Background: an optimization exercise with open tools, aiming at small area. Do not read the settings as production practice. RTL that was checked went through simulation tests only; none was proved equivalent to the original. No activity file was given, so power comes from the tool's default toggle rates.

==> inputs of run a <==
==> flow/design.v (excerpt) <==
module tv80n ( 
  m1_n, mreq_n, iorq_n, rd_n, wr_n, rfsh_n, halt_n, busak_n, A, dout, 
  reset_n, clk, wait_n, int_n, nmi_n, busrq_n, di
  );
clock: 20.0 ns
lec_check: 0
cap_margin: 20
core_margin: 2
core_utilization: 40
cts_buf_list: sky130_fd_sc_hd__clkbuf_4 sky130_fd_sc_hd__clkbuf_8
gpl_timing_driven: 0
slew_margin: 20
standard.sh (not shown) runs the stock make flow with config.mk's settings and CLKGATE_MAP_FILE= SYNTH_SCRIPT=/design/flow/synth_recipe.tcl, a recipe that flattens the netlist after the stock synthesis.
==> flow/flow/run.sh <==
#!/bin/bash
# Standard synthesis, then a deeper ABC re-optimisation of the combinational
# logic (flip-flops kept as they are), then the standard layout with CTS
# without dummy loads.
set -euo pipefail
FL=$(cd "$(dirname "$0")" && pwd)
R=orfs/results/$FLOW_PLATFORM/tv80n/base
YOSYS=${YOSYS_EXE:-$FLOW_HOME/../tools/install/yosys/bin/yosys}
bash standard.sh synth > synth_standard.log 2>&1
cp $R/1_2_yosys.v std_netlist.v
sed -e "s|@LIB@|$FLOW_HOME/platforms/sky130hd/lib/sky130_fd_sc_hd__tt_025C_1v80.lib|g" \
    -e "s|@IN@|std_netlist.v|g" -e "s|@OUT@|resynth_netlist.v|g" \
    -e "s|@SCRIPT@|$FL/deep.abc|g" $FL/resynth.ys > resynth.ys
"$YOSYS" -l resynth.log -q resynth.ys > resynth_stdout.log 2>&1
cp resynth_netlist.v $R/1_2_yosys.v
rm -f $R/1_synth.odb
bash standard.sh "CTS_ARGS=-sink_clustering_enable -repair_clock_nets -dont_use_dummy_load" finish > layout_standard.log 2>&1
==> flow/flow/deep.abc <==
&get -n
&st
&deepsyn -T 300 -S 1
&put
dch -f
map -a
amap
topo
==> flow/flow/resynth.ys <==
read_liberty -ignore_miss_func @LIB@
read_verilog @IN@
hierarchy -top tv80n
blackbox sky130_fd_sc_hd__*df*
flatten
opt_clean -purge
tee -o resynth_stat_before.txt stat -liberty @LIB@
abc -liberty @LIB@ -dont_use *lpflow* -dont_use *probe* -script @SCRIPT@
opt_clean -purge
hilomap -singleton -hicell sky130_fd_sc_hd__conb_1 HI -locell sky130_fd_sc_hd__conb_1 LO
insbuf -buf sky130_fd_sc_hd__buf_4 A X
splitnets
opt_clean -purge
tee -o resynth_stat_after.txt stat -liberty @LIB@
write_verilog -noattr -nohex -nodec @OUT@
==> run b: changes against run a <==
--- a/flow/design.v
+++ b/flow/design.v
@@ -2745,17 +2745,17 @@
   reg [2:0]     RegAddrB;
   reg [2:0]     RegAddrC;
   reg           RegWEH;
   reg           RegWEL;
   reg           Alternate;
   reg [15:0]    TmpAddr;         
   reg [7:0]     IR;              
   reg [1:0]     ISet;            
-  reg [1:0]     DHswap;          
+  reg [15:0]    RegBusA_r;
   reg [15:0]    ID16;
   reg [7:0]     Save_Mux;
   reg [6:0]     tstate;
   reg [6:0]     mcycle;
   reg           last_mcycle, last_tstate;
   reg           IntE_FF1;
   reg           IntE_FF2;
   reg           Halt_FF;
@@ -3422,29 +3422,30 @@
                 begin
                   IncDecZ <= 1'b0;
                 end 
               else 
                 begin
                   IncDecZ <= 1'b1;
                 end
             end
+          RegBusA_r <= RegBusA;
         end
     end  
   always @( Alternate or ExchangeDH or IncDec_16
            or RegAddrA_r or RegAddrB_r or XY_State or mcycle or tstate)
     begin
       if ((tstate[2] || (tstate[3] && mcycle[0] && IncDec_16[2] == 1'b1)) && XY_State == 2'b00)
         RegAddrA = { Alternate, IncDec_16[1:0] };
       else if ((tstate[2] || (tstate[3] && mcycle[0] && IncDec_16[2] == 1'b1)) && IncDec_16[1:0] == 2'b10)
         RegAddrA = { XY_State[1], 2'b11 };
       else if (ExchangeDH == 1'b1 && tstate[3])
         RegAddrA = { Alternate, 2'b10 };
       else if (ExchangeDH == 1'b1 && tstate[4])
-        RegAddrA = { Alternate, 2'b10 };
+        RegAddrA = { Alternate, 2'b01 };
       else
         RegAddrA = RegAddrA_r;
       if (ExchangeDH == 1'b1 && tstate[3])
         RegAddrB = { Alternate, 2'b01 };
       else
         RegAddrB = RegAddrB_r;
     end  
   always @( ALU_Op_r or Auto_Wait_t1 or ExchangeDH
@@ -3459,73 +3460,62 @@
           case (Read_To_Reg_r)
             5'b10000 , 5'b10001 , 5'b10010 , 5'b10011 , 5'b10100 , 5'b10101 :
               begin
                 RegWEH = ~ Read_To_Reg_r[0];
                 RegWEL = Read_To_Reg_r[0];
               end
           endcase  
         end  
-      if (ExchangeDH == 1'b1 && tstate[3] && reset_n == 1'b0)
+      if (ExchangeDH == 1'b1 && (tstate[3] || tstate[4]) ) 
         begin
           RegWEH = 1'b1;
           RegWEL = 1'b1;
         end
       if (IncDec_16[2] == 1'b1 && ((tstate[2] && wait_n == 1'b1 && mcycle != 3'b001) || (tstate[3] && mcycle[0])) ) 
         begin
           case (IncDec_16[1:0])
             2'b00 , 2'b01 , 2'b10 :
               begin
                 RegWEH = 1'b1;
                 RegWEL = 1'b1;
               end
           endcase
         end
     end  
-  always @(*)
+  always @( ExchangeDH or ID16 or IncDec_16 or RegBusA_r
+           or RegBusB or Save_Mux or mcycle or tstate)
     begin
       RegDIH = Save_Mux;
       RegDIL = Save_Mux;
       if (ExchangeDH == 1'b1 && tstate[3] ) 
         begin
           RegDIH = RegBusB[15:8];
           RegDIL = RegBusB[7:0];
         end
+      else if (ExchangeDH == 1'b1 && tstate[4] ) 
+        begin
+          RegDIH = RegBusA_r[15:8];
+          RegDIL = RegBusA_r[7:0];
+        end
       else if (IncDec_16[2] == 1'b1 && ((tstate[2] && mcycle != 3'b001) || (tstate[3] && mcycle[0])) ) 
         begin
           RegDIH = ID16[15:8];
           RegDIL = ID16[7:0];
         end
     end
-  function [2:0] phys_addr;
-    input [2:0] a;
-    input [1:0] sw;
-    begin
-      phys_addr = a;
-      if (sw[a[2]] && (a[1] ^ a[0]))
-        phys_addr[1:0] = ~a[1:0];
-    end
-  endfunction
-  always @ (posedge clk)
-    begin
-      if (ClkEn == 1'b1 && ExchangeDH == 1'b1 && tstate[3] && reset_n == 1'b1)
-        DHswap[Alternate] <= ~DHswap[Alternate];
-    end
-  wire [2:0] RegAddrA_p = phys_addr(RegAddrA, DHswap);
-  wire [2:0] RegAddrB_p = phys_addr(RegAddrB, DHswap);
-  wire [2:0] RegAddrC_p = phys_addr(RegAddrC, DHswap);
   tv80_reg i_reg
     (
      .clk                  (clk),
      .CEN                  (ClkEn),
      .WEH                  (RegWEH),
      .WEL                  (RegWEL),
-     .AddrA                (RegAddrA_p),
-     .AddrB                (RegAddrB_p),
-     .AddrC                (RegAddrC_p),
+     .AddrA                (RegAddrA),
+     .AddrB                (RegAddrB),
+     .AddrC                (RegAddrC),
      .DIH                  (RegDIH),
      .DIL                  (RegDIL),
      .DOAH                 (RegBusA[15:8]),
      .DOAL                 (RegBusA[7:0]),
      .DOBH                 (RegBusB[15:8]),
      .DOBL                 (RegBusB[7:0]),
      .DOCH                 (RegBusC[15:8]),
      .DOCL                 (RegBusC[7:0])
==> flow/run.sh (new file) <==
#!/bin/bash
# synth_recipe.tcl (not shown) runs the flow's synth.tcl, then flattens the netlist and writes it again
# the make line also repeats each setting of config.mk as NAME=value (left out here)
make -C /OpenROAD-flow-scripts/flow DESIGN_CONFIG=/design/flow/config.mk WORK_HOME=/design/flow/orfs CLKGATE_MAP_FILE= SYNTH_SCRIPT=/design/flow/synth_recipe.tcl finish
Settings changed: CTS_BUF_LIST sky130_fd_sc_hd__clkbuf_4 sky130_fd_sc_hd__clkbuf_8 to not set, GPL_TIMING_DRIVEN 0 to not set.
removed: flow/flow/run.sh
removed: flow/flow/deep.abc
removed: flow/flow/resynth.ys
removed: flow/standard.sh
==> out/metrics.yaml <==
run_status:
  status: "complete, no violations"
floorplan:
  start_util_pct: 40.39
  core_um2: 91660
grt:
  met1_usage_pct: 63.32
  grt.met2_usage_pct: 69.76
  grt_pass1_vias: 42065
timing:
  fin_skew_ps: 60.95
pwr:
  switchingPower_mw: 3.903
final_layout:
  seqCellArea_um2: 9080
  final_area_um2: 40720
  post-route-util_pct: 44.42
  clk_share_pct: 3.859
clocking:
  cts_num_sinks: 367
place:
  dp_hpwl_mm: 186.2
  dpl.cell_count: 6083
the above is filed under run b

==> out/metrics.yaml <==
final_layout:
  post-route-util_pct: 45.44
  seqCellArea_um2: 8632
  clk_share_pct: 3.971
  final_area_um2: 27480
grt:
  grt_pass1_vias: 27533
  met1_usage_pct: 55.36
run_status:
  status: "complete, no violations"
synthesis:
  synthesis.area_um2: 24510
floorplan:
  core_um2: 60470
  start_util_pct: 40.54
place:
  dp_hpwl_mm: 100.7
pwr:
  switchingPower_mw: 1.863
clocking:
  cts_num_sinks: 353
critical_path:
  max_stage_delay_ps: 1020
the above is filed under run a

The RTL of run a was laid out without a check of its function.

==> indigo <==
tv80n, a different RTL version from the one above (not shown whole).
export LEC_CHECK = 0
export CAP_MARGIN = 5
export CORE_MARGIN = 2
export CORE_UTILIZATION = 40
export GPL_TIMING_DRIVEN = 0
export SLEW_MARGIN = 5
create_clock -name core_clock -period 20.0 [get_ports {clk}]
==> flow/flow/run.sh <==
#!/bin/bash
# Standard synthesis, then a deeper ABC re-optimisation of the combinational
# logic (flip-flops kept as they are, several seeds in parallel, the smallest
# netlist kept), then the standard layout with smaller clock and port buffers and CTS
# without dummy loads.
set -euo pipefail
FL=$(cd "$(dirname "$0")" && pwd)
R=orfs/results/$FLOW_PLATFORM/tv80n/base
YOSYS=${YOSYS_EXE:-$FLOW_HOME/../tools/install/yosys/bin/yosys}
LIB=$FLOW_HOME/platforms/sky130hd/lib/sky130_fd_sc_hd__tt_025C_1v80.lib
DEEP_T=${DEEP_T:-900}
bash standard.sh synth > synth_standard.log 2>&1
cp $R/1_2_yosys.v std_netlist.v
for S in 1 2 3 4; do
  sed -e "s|@T@|$DEEP_T|; s|@S@|$S|" $FL/deep.abc > deep_$S.abc
  sed -e "s|@LIB@|$LIB|g" -e "s|@IN@|std_netlist.v|g" -e "s|@OUT@|resynth_$S.v|g" \
      -e "s|@SCRIPT@|$PWD/deep_$S.abc|g" -e "s|@STAT@|resynth_stat_$S.txt|g" $FL/resynth.ys > resynth_$S.ys
  "$YOSYS" -l resynth_$S.log -q resynth_$S.ys > resynth_stdout_$S.log 2>&1 &
done
wait
best=""; bestA=""
for S in 1 2 3 4; do
  a=$(grep -o "Chip area for module '.tv80n': [0-9.]*" resynth_stat_$S.txt | awk '{print $NF}') || continue
  echo "seed $S area $a" >> resynth_choice.log
  if [[ -z "$bestA" ]] || awk "BEGIN{exit !($a < $bestA)}"; then best=$S; bestA=$a; fi
done
echo "chosen seed $best area $bestA" >> resynth_choice.log
cp resynth_$best.v $R/1_2_yosys.v
rm -f $R/1_synth.odb
bash standard.sh "CTS_ARGS=-sink_clustering_enable -repair_clock_nets -dont_use_dummy_load -buf_list {sky130_fd_sc_hd__clkbuf_4 sky130_fd_sc_hd__clkbuf_8}" "BUFFER_PORTS_ARGS=-buffer_cell sky130_fd_sc_hd__buf_1" finish > layout_standard.log 2>&1
==> flow/flow/deep.abc <==
&get -n
&st
&deepsyn -T @T@ -S @S@
&put
dch -f
amap
topo
==> flow/flow/resynth.ys <==
read_liberty -ignore_miss_func @LIB@
read_verilog @IN@
hierarchy -top tv80n
blackbox sky130_fd_sc_hd__*df*
flatten
opt_clean -purge
abc -liberty @LIB@ -dont_use *lpflow* -dont_use *probe* -script @SCRIPT@
opt_clean -purge
hilomap -singleton -hicell sky130_fd_sc_hd__conb_1 HI -locell sky130_fd_sc_hd__conb_1 LO
insbuf -buf sky130_fd_sc_hd__buf_4 A X
splitnets
opt_clean -purge
tee -o @STAT@ stat -liberty @LIB@
write_verilog -noattr -nohex -nodec @OUT@
==> inputs of tundra, as changes to indigo <==
--- a/flow/design.v
+++ b/flow/design.v
@@ -2630,13 +2630,12 @@
   reg           RegWEH;
   reg           RegWEL;
   reg           Alternate;
   reg [15:0]    TmpAddr;         
   reg [7:0]     IR;              
   reg [1:0]     ISet;            
-  reg [1:0]     DHswap;          
   reg [15:0]    ID16;
   reg [7:0]     Save_Mux;
   reg [6:0]     tstate;
   reg [6:0]     mcycle;
   reg           last_mcycle, last_tstate;
   reg           IntE_FF1;
@@ -3319,13 +3318,13 @@
         RegAddrA = { Alternate, IncDec_16[1:0] };
       else if ((tstate[2] || (tstate[3] && mcycle[0] && IncDec_16[2] == 1'b1)) && IncDec_16[1:0] == 2'b10)
         RegAddrA = { XY_State[1], 2'b11 };
       else if (ExchangeDH == 1'b1 && tstate[3])
         RegAddrA = { Alternate, 2'b10 };
       else if (ExchangeDH == 1'b1 && tstate[4])
-        RegAddrA = { Alternate, 2'b10 };
+        RegAddrA = { Alternate, 2'b01 };
       else
         RegAddrA = RegAddrA_r;
       if (ExchangeDH == 1'b1 && tstate[3])
         RegAddrB = { Alternate, 2'b01 };
       else
         RegAddrB = RegAddrB_r;
@@ -3344,13 +3343,13 @@
               begin
                 RegWEH = ~ Read_To_Reg_r[0];
                 RegWEL = Read_To_Reg_r[0];
               end
           endcase  
         end  
-      if (ExchangeDH == 1'b1 && tstate[3] && reset_n == 1'b0)
+      if (ExchangeDH == 1'b1 && (tstate[3] || tstate[4]) ) 
         begin
           RegWEH = 1'b1;
           RegWEL = 1'b1;
         end
       if (IncDec_16[2] == 1'b1 && ((tstate[2] && wait_n == 1'b1 && mcycle != 3'b001) || (tstate[3] && mcycle[0])) ) 
         begin
@@ -3369,44 +3368,32 @@
       RegDIL = Save_Mux;
       if (ExchangeDH == 1'b1 && tstate[3] ) 
         begin
           RegDIH = RegBusB[15:8];
           RegDIL = RegBusB[7:0];
         end
+      else if (ExchangeDH == 1'b1 && tstate[4] ) 
+        begin
+          RegDIH = BusA;
+          RegDIL = BusB;
+        end
       else if (IncDec_16[2] == 1'b1 && ((tstate[2] && mcycle != 3'b001) || (tstate[3] && mcycle[0])) ) 
         begin
           RegDIH = ID16[15:8];
           RegDIL = ID16[7:0];
         end
     end
-  function [2:0] phys_addr;
-    input [2:0] a;
-    input [1:0] sw;
-    begin
-      phys_addr = a;
-      if (sw[a[2]] && (a[1] ^ a[0]))
-        phys_addr[1:0] = ~a[1:0];
-    end
-  endfunction
-  always @ (posedge clk)
-    begin
-      if (ClkEn == 1'b1 && ExchangeDH == 1'b1 && tstate[3] && reset_n == 1'b1)
-        DHswap[Alternate] <= ~DHswap[Alternate];
-    end
-  wire [2:0] RegAddrA_p = phys_addr(RegAddrA, DHswap);
-  wire [2:0] RegAddrB_p = phys_addr(RegAddrB, DHswap);
-  wire [2:0] RegAddrC_p = phys_addr(RegAddrC, DHswap);
   tv80_reg i_reg
     (
      .clk                  (clk),
      .CEN                  (ClkEn),
      .WEH                  (RegWEH),
      .WEL                  (RegWEL),
-     .AddrA                (RegAddrA_p),
-     .AddrB                (RegAddrB_p),
-     .AddrC                (RegAddrC_p),
+     .AddrA                (RegAddrA),
+     .AddrB                (RegAddrB),
+     .AddrC                (RegAddrC),
      .DIH                  (RegDIH),
      .DIL                  (RegDIL),
      .DOAH                 (RegBusA[15:8]),
      .DOAL                 (RegBusA[7:0]),
      .DOBH                 (RegBusB[15:8]),
      .DOBL                 (RegBusB[7:0]),
@@ -3447,12 +3434,14 @@
               BusB <= PC[15:8];
             4'b1110 :
               BusB <= 8'b00000000;
             default :
               BusB <= 8'h00;
           endcase
+          if (ExchangeDH == 1'b1 && tstate[3])
+            BusB <= RegBusA[7:0];
           case (Set_BusA_To)
             4'b0111 :
               BusA <= ACC;
             4'b0000 , 4'b0001 , 4'b0010 , 4'b0011 , 4'b0100 , 4'b0101 :
               begin
                 if (Set_BusA_To[0] == 1'b1 )
@@ -3472,12 +3461,14 @@
               BusA <= SP[15:8];
             4'b1010 :
               BusA <= 8'b00000000;
             default :
               BusA <=  8'h00;
           endcase
+          if (ExchangeDH == 1'b1 && tstate[3])
+            BusA <= RegBusA[15:8];
         end
     end
   always @ (posedge clk)
     begin
       if (reset_n == 1'b0 ) 
         begin
--- a/flow/flow/run.sh
+++ b/flow/flow/run.sh
@@ -5,13 +5,13 @@
 # without dummy loads.
 set -euo pipefail
 FL=$(cd "$(dirname "$0")" && pwd)
 R=orfs/results/$FLOW_PLATFORM/tv80n/base
 YOSYS=${YOSYS_EXE:-$FLOW_HOME/../tools/install/yosys/bin/yosys}
 LIB=$FLOW_HOME/platforms/sky130hd/lib/sky130_fd_sc_hd__tt_025C_1v80.lib
-DEEP_T=${DEEP_T:-900}
+DEEP_T=${DEEP_T:-600}
 bash standard.sh synth > synth_standard.log 2>&1
 cp $R/1_2_yosys.v std_netlist.v
 for S in 1 2 3 4; do
   sed -e "s|@T@|$DEEP_T|; s|@S@|$S|" $FL/deep.abc > deep_$S.abc
   sed -e "s|@LIB@|$LIB|g" -e "s|@IN@|std_netlist.v|g" -e "s|@OUT@|resynth_$S.v|g" \
       -e "s|@SCRIPT@|$PWD/deep_$S.abc|g" -e "s|@STAT@|resynth_stat_$S.txt|g" $FL/resynth.ys > resynth_$S.ys
Settings changed: CAP_MARGIN 5 to 20, SLEW_MARGIN 5 to 20.
==> inputs of nickel, as changes to indigo <==
--- a/flow/design.v
+++ b/flow/design.v
@@ -2630,13 +2630,12 @@
   reg           RegWEH;
   reg           RegWEL;
   reg           Alternate;
   reg [15:0]    TmpAddr;         
   reg [7:0]     IR;              
   reg [1:0]     ISet;            
-  reg [1:0]     DHswap;          
   reg [15:0]    ID16;
   reg [7:0]     Save_Mux;
   reg [6:0]     tstate;
   reg [6:0]     mcycle;
   reg           last_mcycle, last_tstate;
   reg           IntE_FF1;
@@ -3319,13 +3318,13 @@
         RegAddrA = { Alternate, IncDec_16[1:0] };
       else if ((tstate[2] || (tstate[3] && mcycle[0] && IncDec_16[2] == 1'b1)) && IncDec_16[1:0] == 2'b10)
         RegAddrA = { XY_State[1], 2'b11 };
       else if (ExchangeDH == 1'b1 && tstate[3])
         RegAddrA = { Alternate, 2'b10 };
       else if (ExchangeDH == 1'b1 && tstate[4])
-        RegAddrA = { Alternate, 2'b10 };
+        RegAddrA = { Alternate, 2'b01 };
       else
         RegAddrA = RegAddrA_r;
       if (ExchangeDH == 1'b1 && tstate[3])
         RegAddrB = { Alternate, 2'b01 };
       else
         RegAddrB = RegAddrB_r;
@@ -3344,13 +3343,13 @@
               begin
                 RegWEH = ~ Read_To_Reg_r[0];
                 RegWEL = Read_To_Reg_r[0];
               end
           endcase  
         end  
-      if (ExchangeDH == 1'b1 && tstate[3] && reset_n == 1'b0)
+      if (ExchangeDH == 1'b1 && (tstate[3] || tstate[4]) ) 
         begin
           RegWEH = 1'b1;
           RegWEL = 1'b1;
         end
       if (IncDec_16[2] == 1'b1 && ((tstate[2] && wait_n == 1'b1 && mcycle != 3'b001) || (tstate[3] && mcycle[0])) ) 
         begin
@@ -3369,44 +3368,32 @@
       RegDIL = Save_Mux;
       if (ExchangeDH == 1'b1 && tstate[3] ) 
         begin
           RegDIH = RegBusB[15:8];
           RegDIL = RegBusB[7:0];
         end
+      else if (ExchangeDH == 1'b1 && tstate[4] ) 
+        begin
+          RegDIH = BusA;
+          RegDIL = BusB;
+        end
       else if (IncDec_16[2] == 1'b1 && ((tstate[2] && mcycle != 3'b001) || (tstate[3] && mcycle[0])) ) 
         begin
           RegDIH = ID16[15:8];
           RegDIL = ID16[7:0];
         end
     end
-  function [2:0] phys_addr;
-    input [2:0] a;
-    input [1:0] sw;
-    begin
-      phys_addr = a;
-      if (sw[a[2]] && (a[1] ^ a[0]))
-        phys_addr[1:0] = ~a[1:0];
-    end
-  endfunction
-  always @ (posedge clk)
-    begin
-      if (ClkEn == 1'b1 && ExchangeDH == 1'b1 && tstate[3] && reset_n == 1'b1)
-        DHswap[Alternate] <= ~DHswap[Alternate];
-    end
-  wire [2:0] RegAddrA_p = phys_addr(RegAddrA, DHswap);
-  wire [2:0] RegAddrB_p = phys_addr(RegAddrB, DHswap);
-  wire [2:0] RegAddrC_p = phys_addr(RegAddrC, DHswap);
   tv80_reg i_reg
     (
      .clk                  (clk),
      .CEN                  (ClkEn),
      .WEH                  (RegWEH),
      .WEL                  (RegWEL),
-     .AddrA                (RegAddrA_p),
-     .AddrB                (RegAddrB_p),
-     .AddrC                (RegAddrC_p),
+     .AddrA                (RegAddrA),
+     .AddrB                (RegAddrB),
+     .AddrC                (RegAddrC),
      .DIH                  (RegDIH),
      .DIL                  (RegDIL),
      .DOAH                 (RegBusA[15:8]),
      .DOAL                 (RegBusA[7:0]),
      .DOBH                 (RegBusB[15:8]),
      .DOBL                 (RegBusB[7:0]),
@@ -3447,12 +3434,14 @@
               BusB <= PC[15:8];
             4'b1110 :
               BusB <= 8'b00000000;
             default :
               BusB <= 8'h00;
           endcase
+          if (ExchangeDH == 1'b1 && tstate[3])
+            BusB <= RegBusA[7:0];
           case (Set_BusA_To)
             4'b0111 :
               BusA <= ACC;
             4'b0000 , 4'b0001 , 4'b0010 , 4'b0011 , 4'b0100 , 4'b0101 :
               begin
                 if (Set_BusA_To[0] == 1'b1 )
@@ -3472,12 +3461,14 @@
               BusA <= SP[15:8];
             4'b1010 :
               BusA <= 8'b00000000;
             default :
               BusA <=  8'h00;
           endcase
+          if (ExchangeDH == 1'b1 && tstate[3])
+            BusA <= RegBusA[15:8];
         end
     end
   always @ (posedge clk)
     begin
       if (reset_n == 1'b0 ) 
         begin
--- a/flow/flow/run.sh
+++ b/flow/flow/run.sh
@@ -5,13 +5,13 @@
 # without dummy loads.
 set -euo pipefail
 FL=$(cd "$(dirname "$0")" && pwd)
 R=orfs/results/$FLOW_PLATFORM/tv80n/base
 YOSYS=${YOSYS_EXE:-$FLOW_HOME/../tools/install/yosys/bin/yosys}
 LIB=$FLOW_HOME/platforms/sky130hd/lib/sky130_fd_sc_hd__tt_025C_1v80.lib
-DEEP_T=${DEEP_T:-900}
+DEEP_T=${DEEP_T:-1200}
 bash standard.sh synth > synth_standard.log 2>&1
 cp $R/1_2_yosys.v std_netlist.v
 for S in 1 2 3 4; do
   sed -e "s|@T@|$DEEP_T|; s|@S@|$S|" $FL/deep.abc > deep_$S.abc
   sed -e "s|@LIB@|$LIB|g" -e "s|@IN@|std_netlist.v|g" -e "s|@OUT@|resynth_$S.v|g" \
       -e "s|@SCRIPT@|$PWD/deep_$S.abc|g" -e "s|@STAT@|resynth_stat_$S.txt|g" $FL/resynth.ys > resynth_$S.ys
==> notes <==
Register-to-register slack: tundra < indigo < nickel. The lowest first-iteration DRC count belongs to tundra, the highest to nickel. Clock-buffer cell count is the same in tundra and indigo. In tundra the worst setup slack is lower than in nickel, by 0.32 ns. In tundra the synthesized cell count is larger than in nickel, by about 2.8%. tundra finished with timing, DRC and antenna clean. nickel completed and failed the layout checks on max-capacitance violations, max-slew violations. indigo completed with no timing, DRC or antenna violations. Between nickel and tundra, the lower critical path depth is in nickel (gap 1). Between tundra and indigo, the lower sequential share of layout area is in tundra (gap 0.82 points).
